This design comes from an exercise in tuning for small area, a short achievable clock period and few clock cycles on the open sky130 flow, not from production work. Function was checked by simulation only, so behaviour that the tests miss may differ from the original. Power and IR drop assume default switching activity.

## run a
==> flow/design.v (excerpt) <==
module circle(
     input  logic       clk,
     input  logic       rst_n,
     input  logic [2:0] colour,
     input  logic [7:0] centre_x,
     input  logic [6:0] centre_y,
     input  logic [7:0] radius,
     input  logic       start,
     output logic       done,
     output logic [7:0] vga_x,
     output logic [6:0] vga_y,
     output logic [2:0] vga_colour,
     output logic       vga_plot
     );
Size in the first run: ~850 cells after synthesis, roughly 80 flip-flops, ~49 I/O pins.
export LEC_CHECK = 0
export CAP_MARGIN = 20
export CORE_MARGIN = 2
export CORE_UTILIZATION = 40
export CTS_CLUSTER_DIAMETER = 100
export CTS_CLUSTER_SIZE = 50
export SETUP_SLACK_MARGIN = 2.0
export SLEW_MARGIN = 20
create_clock -name core_clock -period 5.0 [get_ports {clk}]
run.sh (not shown) runs the stock make flow with config.mk's settings and CLKGATE_MAP_FILE= SYNTH_SCRIPT=/design/flow/synth_recipe.tcl, a recipe that flattens the netlist after the stock synthesis.
Testbench counts of run a, summed over its fixed seeds: cycles 121,943.
Input-level comparison between run b and run a:
- SETUP_SLACK_MARGIN changed from 2.0 to 2.4
- CTS_BUF_LIST newly set to sky130_fd_sc_hd__clkbuf_2 sky130_fd_sc_hd__clkbuf_4 sky130_fd_sc_hd__clkbuf_8
- CTS_CLUSTER_DIAMETER removed (was 100)
- CTS_CLUSTER_SIZE removed (was 50)
==> flow/flow/run.sh (new file) <==
#!/bin/bash
# The standard layout, with the ports buffered by a small plain buffer
# instead of the delay buffer that buffer_ports picks by default.
set -e
cp standard.sh standard_sh.txt
export BUFFER_PORTS_ARGS="-buffer_cell sky130_fd_sc_hd__buf_2"
bash standard.sh > standard.log 2>&1
==> flow/standard.sh (new file) <==
#!/bin/bash
# synth_recipe.tcl (not shown) runs the flow's synth.tcl, then flattens the netlist and writes it again
# the make line also repeats each setting of config.mk as NAME=value (left out here)
make -C /OpenROAD-flow-scripts/flow DESIGN_CONFIG=/design/flow/config.mk WORK_HOME=/design/flow/orfs CLKGATE_MAP_FILE= SYNTH_SCRIPT=/design/flow/synth_recipe.tcl "${@:-finish}"
removed: flow/run.sh
The worst vdd rail ir drop reported for run b is greater than that of run a by 0.70%.
Overall power of the completed layout: run b lower than run a
Run b: worst hold slack 0.0080 ns above run a
Run b vs. run a: sequential fraction of design power went up by 1.1 points.
Compared to run a, run b shows a wider setup margin.
Run b reports a higher non-clock buffer instance count of the final layout than run a does.
Run a vs run b, master of the slowest instance on the critical path: sky130_fd_sc_hd__dfxtp_1 vs sky130_fd_sc_hd__or3_4
Higher relative contribution of the clock network to total power goes to run a over run b.
Run a → run b: total of cells resized after clock tree synthesis increased by 41 relative to the old numbers; transition at the pin with the smallest max-transition slack higher; wire length climbed about 6%; sequential standard cell area up 2.0%.

========
== exp/onyx ==
circle again, from the RTL that the note above started with.
export LEC_CHECK = 0
export CAP_MARGIN = 20
export CORE_MARGIN = 2
export CORE_UTILIZATION = 40
export SETUP_SLACK_MARGIN = 2.4
export SLEW_MARGIN = 20
create_clock -name core_clock -period 5.0 [get_ports {clk}]
standard.sh (not shown) runs the stock make flow with config.mk's settings and CLKGATE_MAP_FILE= SYNTH_SCRIPT=/design/flow/synth_recipe.tcl, a recipe that flattens the netlist after the stock synthesis.
==> flow/flow/run.sh <==
#!/bin/bash
# The standard layout, with the ports buffered by a small plain buffer
# instead of the delay buffer that buffer_ports picks by default.
set -e
cp standard.sh standard_sh.txt
export BUFFER_PORTS_ARGS="-buffer_cell sky130_fd_sc_hd__buf_2"
bash standard.sh > standard.log 2>&1
exp/onyx: full flow OK, the timing, design-rule and antenna checks passed
Testbench counts of exp/onyx, summed over its fixed seeds: cycles 121,943.
> inputs changed (exp/onyx -> exp/cedar)
-- flow/config.mk --
<<< exp/onyx, line 7
export LEC_CHECK = 0
export CAP_MARGIN = 20
>>> exp/cedar, line 7
export LEC_CHECK = 0
export ABC_AREA = 1
export CAP_MARGIN = 20
<<< exp/onyx, line 10
export CORE_UTILIZATION = 40
export SETUP_SLACK_MARGIN = 2.4
>>> exp/cedar, line 11
export CORE_UTILIZATION = 40
export CTS_BUF_LIST = sky130_fd_sc_hd__clkbuf_4 sky130_fd_sc_hd__clkbuf_8
export PLACE_DENSITY = 0.75
export SETUP_SLACK_MARGIN = 2.4
Notes after the runs:
- Side by side, area taken by flip-flops and latches turned out lower in exp/cedar than in exp/onyx.
- exp/cedar ended up with a lower portion of the clock cycle consumed by the worst path in the final layout than exp/onyx did.
- Cell count: lower on exp/onyx
- Across both runs, cell area was lower for exp/cedar than for exp/onyx.
#### Input delta (exp/ember over exp/cedar)
-- flow/config.mk --
<<< exp/cedar, line 12
export CTS_BUF_LIST = sky130_fd_sc_hd__clkbuf_4 sky130_fd_sc_hd__clkbuf_8
export PLACE_DENSITY = 0.75
export SETUP_SLACK_MARGIN = 2.4
export SLEW_MARGIN = 20
>>> exp/ember, line 12
export CTS_BUF_LIST = sky130_fd_sc_hd__clkbuf_4 sky130_fd_sc_hd__clkbuf_8
export SETUP_SLACK_MARGIN = 2.4
export SLEW_MARGIN = 20
export TNS_END_PERCENT = 0
[summary]
- exp/cedar → exp/ember: clock power share decreased 1.2 points; layout overhead on the synthesized area decreased 4.2 points; share of cell area taken by flip-flops and latches increased 0.62 points.
- exp/ember: full flow OK, the timing, design-rule and antenna checks passed
- Looking at cell type of the slowest stage on the worst timing path, the dfxtp_2 result is from exp/cedar; the edfxtp_1 one comes from exp/ember.
For exp/yarrow, these inputs were changed with respect to exp/ember:
==> flow/config.mk <==
export PLATFORM = sky130hd
export DESIGN_NAME = circle
export DESIGN_NICKNAME = circle
export VERILOG_FILES = /design/flow/design.v
export SDC_FILE = /design/flow/constraint.sdc
export NUM_CORES = 4
export LEC_CHECK = 0
export CAP_MARGIN = 20
export CORE_MARGIN = 2
export CORE_UTILIZATION = 40
export CTS_BUF_LIST = sky130_fd_sc_hd__clkbuf_4 sky130_fd_sc_hd__clkbuf_8
export SETUP_SLACK_MARGIN = 2.5
export SLEW_MARGIN = 20
### Flow results
exp/yarrow vs exp/ember, dominant combinational cell family by area after synthesis: compound AO/OA/AOI/OAI gates vs simple AND/OR/NAND/NOR gates
Any difference in maximum clock path buffer count between exp/yarrow and exp/ember is small enough to ignore.
Compared with exp/ember, in exp/yarrow maximum number of pins on one net before global-route repair shows no meaningful change; power attributed to combinational cells shows an increase of about 9%.
Diff exp/ember -> exp/yarrow: die height did not really move, final HPWL from detailed placement shrank by 840 um.
Reported for exp/yarrow and exp/ember, DRC violation count after routing turned out identical to the last digit.
Looking at post-synthesis cell type count, exp/yarrow sits 38% higher than exp/ember does.
Die area of exp/ember is on par with exp/yarrow.
--- input diff exp/yarrow..exp/zinc ---
==> flow/run.sh (new file) <==
#!/bin/bash
# synth_recipe.tcl (not shown) runs the flow's synth.tcl, then flattens the netlist and writes it again
# the make line also repeats each setting of config.mk as NAME=value (left out here)
make -C /OpenROAD-flow-scripts/flow DESIGN_CONFIG=/design/flow/config.mk WORK_HOME=/design/flow/orfs CLKGATE_MAP_FILE= SYNTH_SCRIPT=/design/flow/synth_recipe.tcl finish
-- flow/config.mk --
<<< exp/yarrow, line 10
export CORE_UTILIZATION = 40
export CTS_BUF_LIST = sky130_fd_sc_hd__clkbuf_4 sky130_fd_sc_hd__clkbuf_8
export SETUP_SLACK_MARGIN = 2.5
>>> exp/zinc, line 10
export CORE_UTILIZATION = 40
export SETUP_SLACK_MARGIN = 2.5
removed: flow/flow/run.sh
removed: flow/standard.sh
[summary]
Utilization | exp/zinc above exp/yarrow. Going from exp/yarrow to exp/zinc, headroom to the max-slew limit shows a reduction of 2.2 points, via density per instance shows an increase of 1.6%. For the placer's final routability congestion estimate, exp/zinc came in about 5.5% higher than exp/yarrow did.

========
v56:
circle, a different RTL version from the one above (not shown whole).
For scale: ~790 cells after synthesis, ~80 flip-flops, ~49 I/O pins, about 6800 um^2 of cells after synthesis.
Settings: LEC_CHECK=0, CAP_MARGIN=20, CORE_MARGIN=2, CORE_UTILIZATION=40, SETUP_SLACK_MARGIN=1.5, SLEW_MARGIN=20; clock period 5.0 ns.
run.sh (not shown) runs the stock make flow with config.mk's settings and CLKGATE_MAP_FILE= SYNTH_SCRIPT=/design/flow/synth_recipe.tcl, a recipe that flattens the netlist after the stock synthesis.
Stock flow here: none of the scripts above is used.
Testbench counts of v56, summed over its fixed seeds: cycles 121,943.
Input changes introduced in v59 (baseline for comparison: v56):
- a change of SETUP_SLACK_MARGIN from 1.5 to 3.0
### Flow results
The run with more routed wire is v59, not v56. Between v56 and v59, the flow reports non-clock buffer count increasing by more than 100%. Of v59 and v56, the run reporting the lower register-to-register slack was v56. Initial DRC count was higher in the run labelled v59. Taking v56 as the reference, in v59 hold slack picked up an extra 38 ps; post-synthesis cell area stayed essentially flat; combinational cell fraction of total power now larger. v59 leaves more setup margin than v56. v59: final period demand of the worst path lower than v56. Taking v56 as the reference point, the half-perimeter wire length after placement of v59 rises by about 10%.
Here is what was changed in the inputs of v23 compared with v59.
- changing SETUP_SLACK_MARGIN from 3.0 to 2.0
- changing CORE_UTILIZATION from 40 to 60
Notes after the runs:
Taking v59 as the reference point, the area growth from synthesis to layout of v23 falls by 22 points.
Re post-synthesis adder-cell area fraction: no difference whatsoever between v59 and v23.
v23 has cell area after layout below what v59 had.
Delta (v23 minus v59): tightest hold margin now sits lower, cell area reported after detailed placement now sits lower, sequential share of power now sits higher.
Critical path endpoint: rem[7] -> v59, rem[2] -> v23
Diff v59 -> v23: required time of the worst setup path went up 20 ps, number of standard cells in the final layout excluding fillers went down about 13%.
| die area | v23 vs v59 | better |

========
run A:
The RTL this note starts from:
==> flow/design.v <==
module circle(
     input  logic       clk,
     input  logic       rst_n,
     input  logic [2:0] colour,
     input  logic [7:0] centre_x,
     input  logic [6:0] centre_y,
     input  logic [7:0] radius,
     input  logic       start,
     output logic       done,
     output logic [7:0] vga_x,
     output logic [6:0] vga_y,
     output logic [2:0] vga_colour,
     output logic       vga_plot
     );
     logic              busy;
     logic              prime;    
     logic [7:0]        ox, oy;
     logic signed [9:0] c;        
     logic [9:0]        e5;       
     logic [7:0]        rem;      
     logic [7:0]        cxr;      
     logic [6:0]        cyr;
     wire signed [9:0] cx = {2'b00, cxr};
     wire signed [9:0] cy = {3'b000, cyr};
     wire signed [9:0] sx = {2'b00, ox};
     wire signed [9:0] sy = {2'b00, oy};
     wire signed [9:0] xa = cx + sx;    
     wire signed [9:0] xb = cx - sx;    
     wire signed [9:0] xc = cx + sy;    
     wire signed [9:0] xd = cx - sy;    
     wire signed [9:0] ya = cy + sy;    
     wire signed [9:0] yb = cy - sy;    
     wire signed [9:0] yc = cy + sx;    
     wire signed [9:0] yd = cy - sx;    
     wire       dec = !c[9];             
     wire       dx  = dec & !prime;
     wire       dy  = !prime;
     function automatic le(input logic [9:0] a, input logic [9:0] b);
          logic r;
          r = 1'b1;
          for (int i = 0; i < 10; i++)
               if (i == 9) r = (a[i] & !b[i]) | (r & !(!a[i] & b[i]));
               else        r = (!a[i] & b[i]) | (r & !(a[i] & !b[i]));
          le = r;
     endfunction
     wire vxa = dx ? le(xa, 10'd160) : le(xa, 10'd159);
     wire vxb = dx ? (le(-10'd1, xb) && le(xb, 10'd158)) : (!xb[9] && le(xb, 10'd159));
     wire vxc = dy ? le(xc, 10'd158) : le(xc, 10'd159);
     wire vxd = dy ? (le(10'd1, xd) && le(xd, 10'd160)) : (!xd[9] && le(xd, 10'd159));
     wire vya = dy ? le(ya, 10'd118) : le(ya, 10'd119);
     wire vyb = dy ? (le(10'd1, yb) && le(yb, 10'd120)) : (!yb[9] && le(yb, 10'd119));
     wire vyc = dx ? le(yc, 10'd120) : le(yc, 10'd119);
     wire vyd = dx ? (le(-10'd1, yd) && le(yd, 10'd118)) : (!yd[9] && le(yd, 10'd119));
     wire       em1 = (e5 == 10'd3);        
     wire       em2 = (e5 == 10'd1);        
     wire       eneg = e5[9] || e5 < 10'd5;   
     wire       dg  = prime ? (e5 == 10'd5) : dec ? em2 : em1;
     wire       fin = !prime && (dec ? (!eneg || em1) : !eneg);
     wire [7:0] vis = { vxc & vyd, vxa & vyb, vxd & vyd, vxb & vyb,
                        vxd & vyc, vxb & vya, vxc & vyc, vxa & vya };
     wire [7:0] dup = ({8{prime}} & 8'b1101_1000) | ({8{dg}} & 8'b1010_1010);
     wire [7:0] vis_n = vis & ~dup;
     logic [7:0] sel;
     always_comb
          for (int i = 0; i < 8; i++)
               sel[i] = rem[i] && (i == 0 || (rem & ((8'd1 << i) - 8'd1)) == 8'd0);
     wire       adv = (rem & ~sel) == 8'd0;
     logic [7:0] px;
     logic [6:0] py;
     always_comb begin
          px = 8'd0;
          py = 7'd0;
          if (sel[0] | sel[6]) px = px | xa[7:0];
          if (sel[2] | sel[4]) px = px | xb[7:0];
          if (sel[1] | sel[7]) px = px | xc[7:0];
          if (sel[3] | sel[5]) px = px | xd[7:0];
          if (sel[0] | sel[2]) py = py | ya[6:0];
          if (sel[4] | sel[6]) py = py | yb[6:0];
          if (sel[1] | sel[3]) py = py | yc[6:0];
          if (sel[5] | sel[7]) py = py | yd[6:0];
     end
     wire       stp  = busy & adv & !prime;         
     wire       load = !busy & !done & start;
     wire [7:0] oy1 = oy + 8'd1;
     wire [9:0] c_d = c + e5;                   
     wire [9:0] c_s = c + {1'b0, oy1, 1'b1};    
     wire [7:0] ox_n = ox - {7'd0, stp & dec};
     wire [7:0] oy_n = oy + {7'd0, stp};
     wire [9:0] c_n  = !stp ? c : dec ? c_d : c_s;
     wire [9:0] e_s  = e5 + {7'd0, stp & dec, stp & !dec, 1'b0};
     always_ff @(posedge clk) begin
          cxr        <= centre_x;
          cyr        <= centre_y;
          vga_colour <= colour;
          vga_x      <= px;
          vga_y      <= py;
          rem        <= !busy ? 8'd0 : adv ? vis_n : rem & ~sel;
          ox         <= load ? radius : ox_n;
          oy         <= load ? 8'd0 : oy_n;
          c          <= load ? 10'd0 - {2'b00, radius} : c_n;
          e5         <= load ? 10'd5 - {2'b00, radius, 1'b0} : e_s;
          if (!rst_n) begin
               busy     <= 1'b0;
               done     <= 1'b0;
               vga_plot <= 1'b0;
          end else begin
               vga_plot <= busy & (|rem);
               if (busy) begin
                    if (adv) begin
                         prime <= 1'b0;
                         if (fin) begin
                              busy <= 1'b0;
                              done <= 1'b1;
                         end
                    end
               end else if (done) begin
                    if (!start) done <= 1'b0;
               end else if (start) begin
                    busy  <= 1'b1;
                    prime <= 1'b1;
               end
          end
     end
endmodule
Settings: LEC_CHECK=0, CAP_MARGIN=20, CORE_MARGIN=2, CORE_UTILIZATION=40, SETUP_SLACK_MARGIN=2.4, SLEW_MARGIN=20; clock period 5.0 ns.
standard.sh (not shown) runs the stock make flow with config.mk's settings and CLKGATE_MAP_FILE= SYNTH_SCRIPT=/design/flow/synth_recipe.tcl, a recipe that flattens the netlist after the stock synthesis.
==> flow/flow/run.sh <==
#!/bin/bash
# The standard layout, with the ports buffered by a small plain buffer
# instead of the delay buffer that buffer_ports picks by default.
set -e
cp standard.sh standard_sh.txt
export BUFFER_PORTS_ARGS="-buffer_cell sky130_fd_sc_hd__buf_1"
bash standard.sh > standard.log 2>&1
Testbench counts of run A, summed over its fixed seeds: cycles 121,943.
[inputs] run B vs run A
- an added CTS_BUF_LIST of sky130_fd_sc_hd__clkbuf_4 sky130_fd_sc_hd__clkbuf_8
--- a/flow/flow/run.sh
+++ b/flow/flow/run.sh
@@ -6 +6 @@
-export BUFFER_PORTS_ARGS="-buffer_cell sky130_fd_sc_hd__buf_1"
+export BUFFER_PORTS_ARGS="-buffer_cell sky130_fd_sc_hd__buf_2"
### Flow results
Between run B and run A, the difference in global-route usage is negligible. In run B the met3 usage in global routing turned out 0.45 points higher than in run A. Delta(count of plain and timing-repair buffers, run B - run A) < 0. Between run B and run A, the final cell count does not differ in any meaningful way. Summary of run B over run A: total setup buffers inserted after CTS has increased; final clock skew has increased; final area has decreased.
Here is what was changed in the inputs of run C compared with run B.
- CTS_BUF_LIST no longer set, was sky130_fd_sc_hd__clkbuf_4 sky130_fd_sc_hd__clkbuf_8
- SETUP_SLACK_MARGIN now 1.8, was 2.4
==> flow/run.sh (new file) <==
#!/bin/bash
# synth_recipe.tcl (not shown) runs the flow's synth.tcl, then flattens the netlist and writes it again
# the make line also repeats each setting of config.mk as NAME=value (left out here)
make -C /OpenROAD-flow-scripts/flow DESIGN_CONFIG=/design/flow/config.mk WORK_HOME=/design/flow/orfs CLKGATE_MAP_FILE= SYNTH_SCRIPT=/design/flow/synth_recipe.tcl finish
removed: flow/flow/run.sh
removed: flow/standard.sh
Results
- Between run B and run C, the flow reports post-route cell area decreasing by a few percent.
- Comparing run B against run C, there is no change at all in first-pass iteration count of the detailed router.
- Of run C and run B, run C shows the lower wire length reported by the detailed router, with run B above it.
- On number of endpoints with negative hold slack in the final report, run B tracks run C almost exactly.
- Compared with run B, run C has less setup slack.

-- re-timing with driven ports --
The results above use ideal ports. As a check the final layouts listed here were re-extracted and re-timed, cells and wires unchanged.
Step 1 (the two cells are an assumption about what drives the block):
set clk [get_ports {clk}]
set_driving_cell -lib_cell sky130_fd_sc_hd__clkbuf_16 $clk
set_driving_cell -lib_cell sky130_fd_sc_hd__buf_2 [delete_from_list [all_inputs] $clk]
Step 2 times the ports against the registers' clock, not the clock port: input delays grow and output delays shrink by t, the midpoint of the rising clock arrivals with the driver on.
Three values: ideal ports, drivers, drivers and shift; two values: the first two.
run | t, ns | slack for setup (ns) | latest minus earliest clock arrival (ns)
run a of note 1 | 0.399 | 2.128 / 2.128 / 2.035 | 0.008 / 0.009
run b of note 1 | 0.430 | 2.459 / 2.459 / 2.432 | 0.021 / 0.020
exp/onyx | 0.399 | 2.446 / 2.446 / 2.410 | 0.013 / 0.013
exp/cedar | 0.436 | 2.473 / 2.473 / 2.463 | 0.020 / 0.020
exp/ember | 0.425 | 2.383 / 2.383 / 2.383 | 0.015 / 0.016
exp/yarrow | 0.422 | 2.420 / 2.420 / 2.367 | 0.012 / 0.013
exp/zinc | 0.398 | 2.500 / 2.500 / 2.223 | 0.015 / 0.015
v56 | 0.399 | 1.852 / 1.852 / 1.852 | 0.017 / 0.017
v59 | 0.396 | 2.125 / 2.125 / 2.125 | 0.012 / 0.012
v23 | 0.386 | 2.028 / 2.028 / 2.028 | 0.010 / 0.009
run A of note 4 | 0.393 | 2.429 / 2.429 / 2.403 | 0.013 / 0.012
run B of note 4 | 0.430 | 2.459 / 2.459 / 2.432 | 0.021 / 0.020
run C of note 4 | 0.399 | 2.043 / 2.043 / 2.037 | 0.008 / 0.008
After both steps setup and hold are still met in every run listed. The setup slack of exp/zinc, which loses most, moves by 0.000 ns with the drivers and by -0.277 ns with both steps.
